Background: an optimization exercise with open tools, aiming at small area. Do not read the settings as production practice. RTL that was checked went through simulation tests only; none was proved equivalent to the original. Power figures rest on the tool's default switching activity, not on a simulated workload.

==> 10-04: inputs <==
==> flow/design.v (excerpt) <==
module pulse_gen_tim
#(parameter WIDTH=25)
(
	input clk, enable, reset,
	input tim,  
	input [WIDTH-1:0] delay_in,
	input [WIDTH-1:0] duration_in,
	input [WIDTH-1:0] T_in,
	output reg out_signal
);
==> module pulse_gen_tim, before the edit <==
module pulse_gen_tim
#(parameter WIDTH=25)
(
	input clk, enable, reset,
	input tim,  
	input [WIDTH-1:0] delay_in,
	input [WIDTH-1:0] duration_in,
	input [WIDTH-1:0] T_in,
	output reg out_signal
);
	reg [7:0] c0, c1, c2;
	reg [1:0] c3;
	reg cout1, cout2, cout3;
	reg state;
	localparam S0 = 1'b0, S1 = 1'b1;
	reg [WIDTH-1:0] pulse_time;
	reg [WIDTH-1:0] delay;
	reg [20:0] count_tim;
	reg [1:0] pre;
	reg [1:0] eq;
	wire [25:0] cnt = {c3, c2, c1, c0};
	integer i;
	reg [7:0] c0_inc, c1_inc, c2_inc;
	reg [1:0] c3_inc;
	reg [20:0] t_inc;
	reg [25:0] dmt;      
	reg [WIDTH-1:0] du_nx;
	reg hit_u;
	reg k;
	always @(*) begin
		k = 1'b1;
		for (i = 0; i < 8; i = i + 1) begin c0_inc[i] = c0[i] ^ k; k = k & c0[i]; end
		k = 1'b1;
		for (i = 0; i < 8; i = i + 1) begin c1_inc[i] = c1[i] ^ k; k = k & c1[i]; end
		k = 1'b1;
		for (i = 0; i < 8; i = i + 1) begin c2_inc[i] = c2[i] ^ k; k = k & c2[i]; end
		c3_inc = {c3[1] ^ c3[0], ~c3[0]};
		k = 1'b1;
		for (i = 0; i < 21; i = i + 1) begin t_inc[i] = count_tim[i] ^ k; k = k & count_tim[i]; end
		k = 1'b0;
		for (i = 0; i < 25; i = i + 1) begin
			if (i < 21) begin
				dmt[i] = duration_in[i] ^ count_tim[i] ^ k;
				k = (~duration_in[i] & (count_tim[i] | k)) | (count_tim[i] & k);
			end else begin
				dmt[i] = duration_in[i] ^ k;
				k = ~duration_in[i] & k;
			end
		end
		dmt[25] = k;
		du_nx = dmt[25] ? duration_in : dmt[24:0];
		k = 1'b1;
		for (i = 0; i < 25; i = i + 1)
			k = (cnt[i] & ~du_nx[i]) | (~(cnt[i] ^ du_nx[i]) & k);
		hit_u = cnt[25] | k;
	end
	wire [WIDTH-1:0] pt_nx = (state == S0) ? T_in : pulse_time;
	wire [WIDTH-1:0] dl_nx = (state == S0) ? delay_in : delay;
	wire hit_t = cnt == {1'b0, pt_nx};
	wire hit_d = cnt == {1'b0, dl_nx};
	wire [1:0] code = {hit_u | hit_t, hit_u | (~hit_t & hit_d)};
	wire clr = reset | (state == S0);
	wire fin = eq[1] & eq[0];
always @(posedge clk) begin
	if (state == S0) begin
		pulse_time <= T_in;
		delay <= delay_in;
	end
end
always @(posedge clk) begin
	if (reset) begin
		out_signal <= 1'b0;
		state <= S0;
		count_tim <= 21'd0;
		cout1 <= 1'b0;
		cout2 <= 1'b0;
		cout3 <= 1'b0;
		pre <= 2'b11;
		eq <= 2'b00;
	end else begin
		case (state)
		S0: begin
			if (tim) count_tim <= t_inc;
			else if (enable) state <= S1;
		end
		S1: begin
			if (eq[1]) out_signal <= 1'b0;
			else if (eq[0]) out_signal <= 1'b1;
			if (fin) begin
				state <= S0;
				count_tim <= 21'd0;
			end
		end
		endcase
		cout1 <= (c0 == 8'hfe);
		cout2 <= &c1;
		cout3 <= &c2;
		pre <= code;
		eq <= pre;
	end
end
always @(posedge clk) begin
	c0 <= clr ? 8'd0 : c0_inc;
	if (cout1 & ~reset) c1 <= c1_inc;
	else if (clr) c1 <= 8'd0;
	if (cout2 & cout1 & ~reset) c2 <= c2_inc;
	else if (clr) c2 <= 8'd0;
	if (cout3 & cout2 & cout1 & ~reset) c3 <= c3_inc;
	else if (clr) c3 <= 2'd0;
end
endmodule
Settings: LEC_CHECK=0, CAP_MARGIN=20, CORE_MARGIN=2, CORE_UTILIZATION=40, PLACE_DENSITY=0.6, SLEW_MARGIN=20; clock period 5.0 ns.
standard.sh (not shown) runs the stock make flow with config.mk's settings and CLKGATE_MAP_FILE= SYNTH_SCRIPT=/design/flow/synth_recipe.tcl, a recipe that flattens the netlist after the stock synthesis.
==> flow/flow/run.sh <==
#!/bin/bash
set -euo pipefail
export BUFFER_PORTS_ARGS="-buffer_cell sky130_fd_sc_hd__buf_1"
export CTS_ARGS="-sink_clustering_enable -repair_clock_nets -dont_use_dummy_load"
bash standard.sh > standard.log 2>&1
==> 04-26 (differences from 10-04) <==
==> flow/design.v (replaced) <==
module pulse_gen_tim
#(parameter WIDTH=25)
(
	input clk, enable, reset,
	input tim,  
	input [WIDTH-1:0] delay_in,
	input [WIDTH-1:0] duration_in,
	input [WIDTH-1:0] T_in,
	output reg out_signal
);
	reg [7:0] c0, c1, c2;
	reg [1:0] c3;
	reg cout1, cout2, cout3;
	reg state;
	localparam S0 = 1'b0, S1 = 1'b1;
	reg [WIDTH-1:0] pulse_time;
	reg [WIDTH-1:0] delay;
	reg [20:0] count_tim;
	reg [1:0] pre;
	reg [1:0] eq;
	wire [25:0] cnt = {c3, c2, c1, c0};
	wire [WIDTH-1:0] pt_nx = (state == S0) ? T_in : pulse_time;
	wire [WIDTH-1:0] dl_nx = (state == S0) ? delay_in : delay;
	reg [26:0] cs_s, cs_c;
	reg [26:0] yg, yp;
	reg [25:0] xg, xp;
	reg [24:0] bg, bp;
	reg a0, a1, a2;
	integer i, w;
	always @(*) begin
		for (i = 0; i < 27; i = i + 1) begin
			a0 = (i < 26) ? cnt[i] : 1'b0;
			a1 = (i < 21) ? count_tim[i] : 1'b0;
			a2 = (i < 25) ? ~duration_in[i] : 1'b1;
			cs_s[i] = a0 ^ a1 ^ a2;
			cs_c[i] = (a0 & a1) | (a0 & a2) | (a1 & a2);
		end
		yg = cs_s & {cs_c[25:0], 1'b1};
		yp = cs_s | {cs_c[25:0], 1'b1};
		for (w = 27; w > 1; w = (w + 1) / 2) begin
			for (i = 0; i < w / 2; i = i + 1) begin
				yg[i] = yg[2*i+1] | (yp[2*i+1] & yg[2*i]);
				yp[i] = yp[2*i+1] & yp[2*i];
			end
			if (w % 2) begin
				yg[w/2] = yg[w-1];
				yp[w/2] = yp[w-1];
			end
		end
		xg = cnt & ~{1'b0, duration_in};
		xp = cnt | ~{1'b0, duration_in};
		xg[0] = xg[0] | xp[0];
		for (w = 26; w > 1; w = (w + 1) / 2) begin
			for (i = 0; i < w / 2; i = i + 1) begin
				xg[i] = xg[2*i+1] | (xp[2*i+1] & xg[2*i]);
				xp[i] = xp[2*i+1] & xp[2*i];
			end
			if (w % 2) begin
				xg[w/2] = xg[w-1];
				xp[w/2] = xp[w-1];
			end
		end
		bg = duration_in & ~{4'd0, count_tim};
		bp = duration_in | ~{4'd0, count_tim};
		bg[0] = bg[0] | bp[0];
		for (w = 25; w > 1; w = (w + 1) / 2) begin
			for (i = 0; i < w / 2; i = i + 1) begin
				bg[i] = bg[2*i+1] | (bp[2*i+1] & bg[2*i]);
				bp[i] = bp[2*i+1] & bp[2*i];
			end
			if (w % 2) begin
				bg[w/2] = bg[w-1];
				bp[w/2] = bp[w-1];
			end
		end
	end
	wire hit_u = xg[0] | (bg[0] & yg[0]);
	wire hit_t = cnt == {1'b0, pt_nx};
	wire hit_d = cnt == {1'b0, dl_nx};
	wire [1:0] code = {hit_u | hit_t, hit_u | (~hit_t & hit_d)};
	wire clr = reset | (state == S0);
	wire fin = eq[1] & eq[0];
always @(posedge clk) begin
	if (state == S0) begin
		pulse_time <= T_in;
		delay <= delay_in;
	end
end
always @(posedge clk) begin
	if (reset) begin
		out_signal <= 1'b0;
		state <= S0;
		count_tim <= 21'd0;
		cout1 <= 1'b0;
		cout2 <= 1'b0;
		cout3 <= 1'b0;
		pre <= 2'b11;
		eq <= 2'b00;
	end else begin
		case (state)
		S0: begin
			if (tim) count_tim <= count_tim + 1'b1;
			else if (enable) state <= S1;
		end
		S1: begin
			if (eq[1]) out_signal <= 1'b0;
			else if (eq[0]) out_signal <= 1'b1;
			if (fin) begin
				state <= S0;
				count_tim <= 21'd0;
			end
		end
		endcase
		cout1 <= (c0 == 8'hfe);
		cout2 <= &c1;
		cout3 <= &c2;
		pre <= code;
		eq <= pre;
	end
end
always @(posedge clk) begin
	c0 <= clr ? 8'd0 : c0 + 8'd1;
	if (cout1 & ~reset) c1 <= c1 + 8'd1;
	else if (clr) c1 <= 8'd0;
	if (cout2 & cout1 & ~reset) c2 <= c2 + 8'd1;
	else if (clr) c2 <= 8'd0;
	if (cout3 & cout2 & cout1 & ~reset) c3 <= c3 + 2'd1;
	else if (clr) c3 <= 2'd0;
end
endmodule
==> flow/flow/run.sh (replaced) <==
#!/bin/bash
# The standard layout with these changes:
#  - after the standard synthesis, the combinational logic is mapped again
#    by ABC with an area-oriented script (flow/area.abc); flip-flops are
#    kept as they are (same instances, names and cells);
#  - port buffers are the smallest buffer cell (buf_1);
#  - CTS uses clkbuf_8 and inserts no dummy loads.
set -euo pipefail
here=$(pwd)
R=$here/orfs/results/$FLOW_PLATFORM/pulse_gen_tim/base
LIB=$FLOW_HOME/platforms/$FLOW_PLATFORM/lib/sky130_fd_sc_hd__tt_025C_1v80.lib
YOSYS=$(command -v yosys || echo $FLOW_HOME/../tools/install/yosys/bin/yosys)
export BUFFER_PORTS_ARGS="-buffer_cell sky130_fd_sc_hd__buf_1"
export CTS_ARGS="-sink_clustering_enable -repair_clock_nets -dont_use_dummy_load -buf_list sky130_fd_sc_hd__clkbuf_8"

bash standard.sh synth > standard_synth.log 2>&1

cp $R/1_2_yosys.v $here/standard_netlist.v
DU=""
for c in sky130_fd_sc_hd__lpflow_bleeder_1 sky130_fd_sc_hd__lpflow_clkbufkapwr_1 sky130_fd_sc_hd__lpflow_clkbufkapwr_16 sky130_fd_sc_hd__lpflow_clkbufkapwr_2 sky130_fd_sc_hd__lpflow_clkbufkapwr_4 sky130_fd_sc_hd__lpflow_clkbufkapwr_8 sky130_fd_sc_hd__lpflow_clkinvkapwr_1 sky130_fd_sc_hd__lpflow_clkinvkapwr_16 sky130_fd_sc_hd__lpflow_clkinvkapwr_2 sky130_fd_sc_hd__lpflow_clkinvkapwr_4 sky130_fd_sc_hd__lpflow_clkinvkapwr_8 sky130_fd_sc_hd__lpflow_decapkapwr_12 sky130_fd_sc_hd__lpflow_decapkapwr_3 sky130_fd_sc_hd__lpflow_decapkapwr_4 sky130_fd_sc_hd__lpflow_decapkapwr_6 sky130_fd_sc_hd__lpflow_decapkapwr_8 sky130_fd_sc_hd__lpflow_inputiso0n_1 sky130_fd_sc_hd__lpflow_inputiso0p_1 sky130_fd_sc_hd__lpflow_inputiso1n_1 sky130_fd_sc_hd__lpflow_inputiso1p_1 sky130_fd_sc_hd__lpflow_inputisolatch_1 sky130_fd_sc_hd__lpflow_isobufsrc_1 sky130_fd_sc_hd__lpflow_isobufsrc_16 sky130_fd_sc_hd__lpflow_isobufsrc_2 sky130_fd_sc_hd__lpflow_isobufsrc_4 sky130_fd_sc_hd__lpflow_isobufsrc_8 sky130_fd_sc_hd__lpflow_isobufsrckapwr_16 sky130_fd_sc_hd__lpflow_lsbuf_lh_hl_isowell_tap_1 sky130_fd_sc_hd__lpflow_lsbuf_lh_hl_isowell_tap_2 sky130_fd_sc_hd__lpflow_lsbuf_lh_hl_isowell_tap_4 sky130_fd_sc_hd__lpflow_lsbuf_lh_isowell_4 sky130_fd_sc_hd__lpflow_lsbuf_lh_isowell_tap_1 sky130_fd_sc_hd__lpflow_lsbuf_lh_isowell_tap_2 sky130_fd_sc_hd__lpflow_lsbuf_lh_isowell_tap_4 sky130_fd_sc_hd__probe_p_8 sky130_fd_sc_hd__probec_p_8 ; do DU="$DU -dont_use $c"; done
cat > $here/remap.ys <<EOS
read_liberty -ignore_miss_func $LIB
read_verilog $here/standard_netlist.v
hierarchy -top $FLOW_TOP
setattr -mod -set blackbox 1 sky130_fd_sc_hd__df* sky130_fd_sc_hd__edf*
flatten
opt_clean
delete t:\$scopeinfo
abc -liberty $LIB $DU -script $here/flow/area.abc
opt_clean
hilomap -singleton -hicell sky130_fd_sc_hd__conb_1 HI -locell sky130_fd_sc_hd__conb_1 LO
stat -liberty $LIB
write_verilog -noattr -noexpr -nohex -nodec $here/remapped.v
EOS
$YOSYS -s $here/remap.ys > $here/remap.log 2>&1
cp $here/remapped.v $R/1_2_yosys.v
rm -f $R/1_synth.odb $R/1_synth.sdc

bash standard.sh > standard.log 2>&1
==> flow/flow/area.abc (new file) <==
strash; &get -n; &deepsyn -T 60; &put; dch -f; &get -n; &nf -R 1000; &put
==> 03-19 (differences from 10-04) <==
==> flow/design.v (replaced) <==
module pulse_gen_tim
#(parameter WIDTH=25)
(
	input clk, enable, reset,
	input tim,  
	input [WIDTH-1:0] delay_in,
	input [WIDTH-1:0] duration_in,
	input [WIDTH-1:0] T_in,
	output reg out_signal
);
	reg [7:0] c0, c1, c2;
	reg [1:0] c3;
	reg cout1, cout2, cout3;
	reg state;
	localparam S0 = 1'b0, S1 = 1'b1;
	reg [WIDTH-1:0] pulse_time;
	reg [WIDTH-1:0] delay;
	reg [20:0] count_tim;
	reg [1:0] pre;
	reg [1:0] eq;
	wire [25:0] cnt = {c3, c2, c1, c0};
	wire [WIDTH-1:0] pt_nx = (state == S0) ? T_in : pulse_time;
	wire [WIDTH-1:0] dl_nx = (state == S0) ? delay_in : delay;
	wire [25:0] dmt = {1'b0, duration_in} - {5'd0, count_tim};
	wire [WIDTH-1:0] du_nx = dmt[25] ? duration_in : dmt[24:0];
	wire hit_u = cnt >= {1'b0, du_nx};
	wire hit_t = cnt == {1'b0, pt_nx};
	wire hit_d = cnt == {1'b0, dl_nx};
	wire [1:0] code = {hit_u | hit_t, hit_u | (~hit_t & hit_d)};
	wire clr = reset | (state == S0);
	wire fin = eq[1] & eq[0];
always @(posedge clk) begin
	if (state == S0) begin
		pulse_time <= T_in;
		delay <= delay_in;
	end
end
always @(posedge clk) begin
	if (reset) begin
		out_signal <= 1'b0;
		state <= S0;
		count_tim <= 21'd0;
		cout1 <= 1'b0;
		cout2 <= 1'b0;
		cout3 <= 1'b0;
		pre <= 2'b11;
		eq <= 2'b00;
	end else begin
		case (state)
		S0: begin
			if (tim) count_tim <= count_tim + 1'b1;
			else if (enable) state <= S1;
		end
		S1: begin
			if (eq[1]) out_signal <= 1'b0;
			else if (eq[0]) out_signal <= 1'b1;
			if (fin) begin
				state <= S0;
				count_tim <= 21'd0;
			end
		end
		endcase
		cout1 <= (c0 == 8'hfe);
		cout2 <= &c1;
		cout3 <= &c2;
		pre <= code;
		eq <= pre;
	end
end
always @(posedge clk) begin
	c0 <= clr ? 8'd0 : c0 + 8'd1;
	if (cout1 & ~reset) c1 <= c1 + 8'd1;
	else if (clr) c1 <= 8'd0;
	if (cout2 & cout1 & ~reset) c2 <= c2 + 8'd1;
	else if (clr) c2 <= 8'd0;
	if (cout3 & cout2 & cout1 & ~reset) c3 <= c3 + 2'd1;
	else if (clr) c3 <= 2'd0;
end
endmodule
==> flow/run.sh (new file) <==
#!/bin/bash
# synth_recipe.tcl (not shown) runs the flow's synth.tcl, then flattens the netlist and writes it again
# the make line also repeats each setting of config.mk as NAME=value (left out here)
make -C /OpenROAD-flow-scripts/flow DESIGN_CONFIG=/design/flow/config.mk WORK_HOME=/design/flow/orfs CLKGATE_MAP_FILE= SYNTH_SCRIPT=/design/flow/synth_recipe.tcl finish
removed: flow/flow/run.sh
removed: flow/standard.sh
==> flow_metrics.py <==
metrics = {
    "run_status": {
        "so_faults": "negative setup slack",
        "status": "finished with violations",
    },
    "timing": {
        "setup_viol_count_final": 2,
        "fin_ws_ns": -4.959,
    },
    "yosys": {
        "synth_top_family_by_area": "adder cells",
    },
}
The numbers above come from 10-04.

==> flow_metrics.py <==
metrics = {
    "timing": {
        "setup_viol_count_final": 0,
        "fin_ws_ns": 0.6927,
    },
    "finish": {
        "multi_input_area_share": 0.4891,
    },
    "hold_path": {
        "hold_path_end": "eq[1]",
    },
    "power": {
        "p_sw_frac": 0.2703,
    },
    "routing": {
        "drt-total-wl_um": 14890,
    },
    "clocking": {
        "cts_setup_buffers": 0,
    },
    "run_status": {
        "status": "no timing/DRC/antenna violations",
    },
}
The numbers above come from 04-26.

==> flow_metrics.py <==
metrics = {
    "timing": {
        "setup_viol_count_final": 0,
    },
    "yosys": {
        "async_flop_share": 0,
        "synth_top_family_by_area": "simple AND/OR/NAND/NOR gates",
    },
    "finish": {
        "final_util": 0.4958,
    },
    "clocking": {
        "cts_buffer_depth": 2,
    },
    "run_status": {
        "status": "no timing/DRC/antenna violations",
    },
}
The numbers above come from 03-19.

For 10-04, only the layout was checked, not whether the RTL still works.

[re-timing with driven ports]
The flow's constraints put no driver on any port. The routed layouts listed below were extracted and timed again, unchanged, in two steps.
Step 1, drivers: a clkbuf_16 drives clk and a buf_2 each remaining input, both assumed.
Step 2 times the ports against the registers' clock, not the clock port: input delays grow and output delays shrink by t, the midpoint of the rising clock arrivals with the driver on.
Slacks: ideal ports / drivers / drivers and shift; pairs: ideal ports / drivers.
| run | t (ns) | setup WS [ns] | pins driven straight from the clock port |
|---|---|---|---|
| 10-04 | 0.386 | -4.959 / -4.957 / -5.343 | 1 |
| 04-26 | 0.392 | 0.693 / 0.702 / 0.310 | 1 |
| 03-19 | 0.398 | 0.171 / 0.194 / -0.204 | 1 |
With both steps, setup timing fails in 03-19, where it was met with ideal ports. The setup slack of 10-04, which loses most, moves by +0.002 ns with the drivers and by -0.384 ns with both steps.
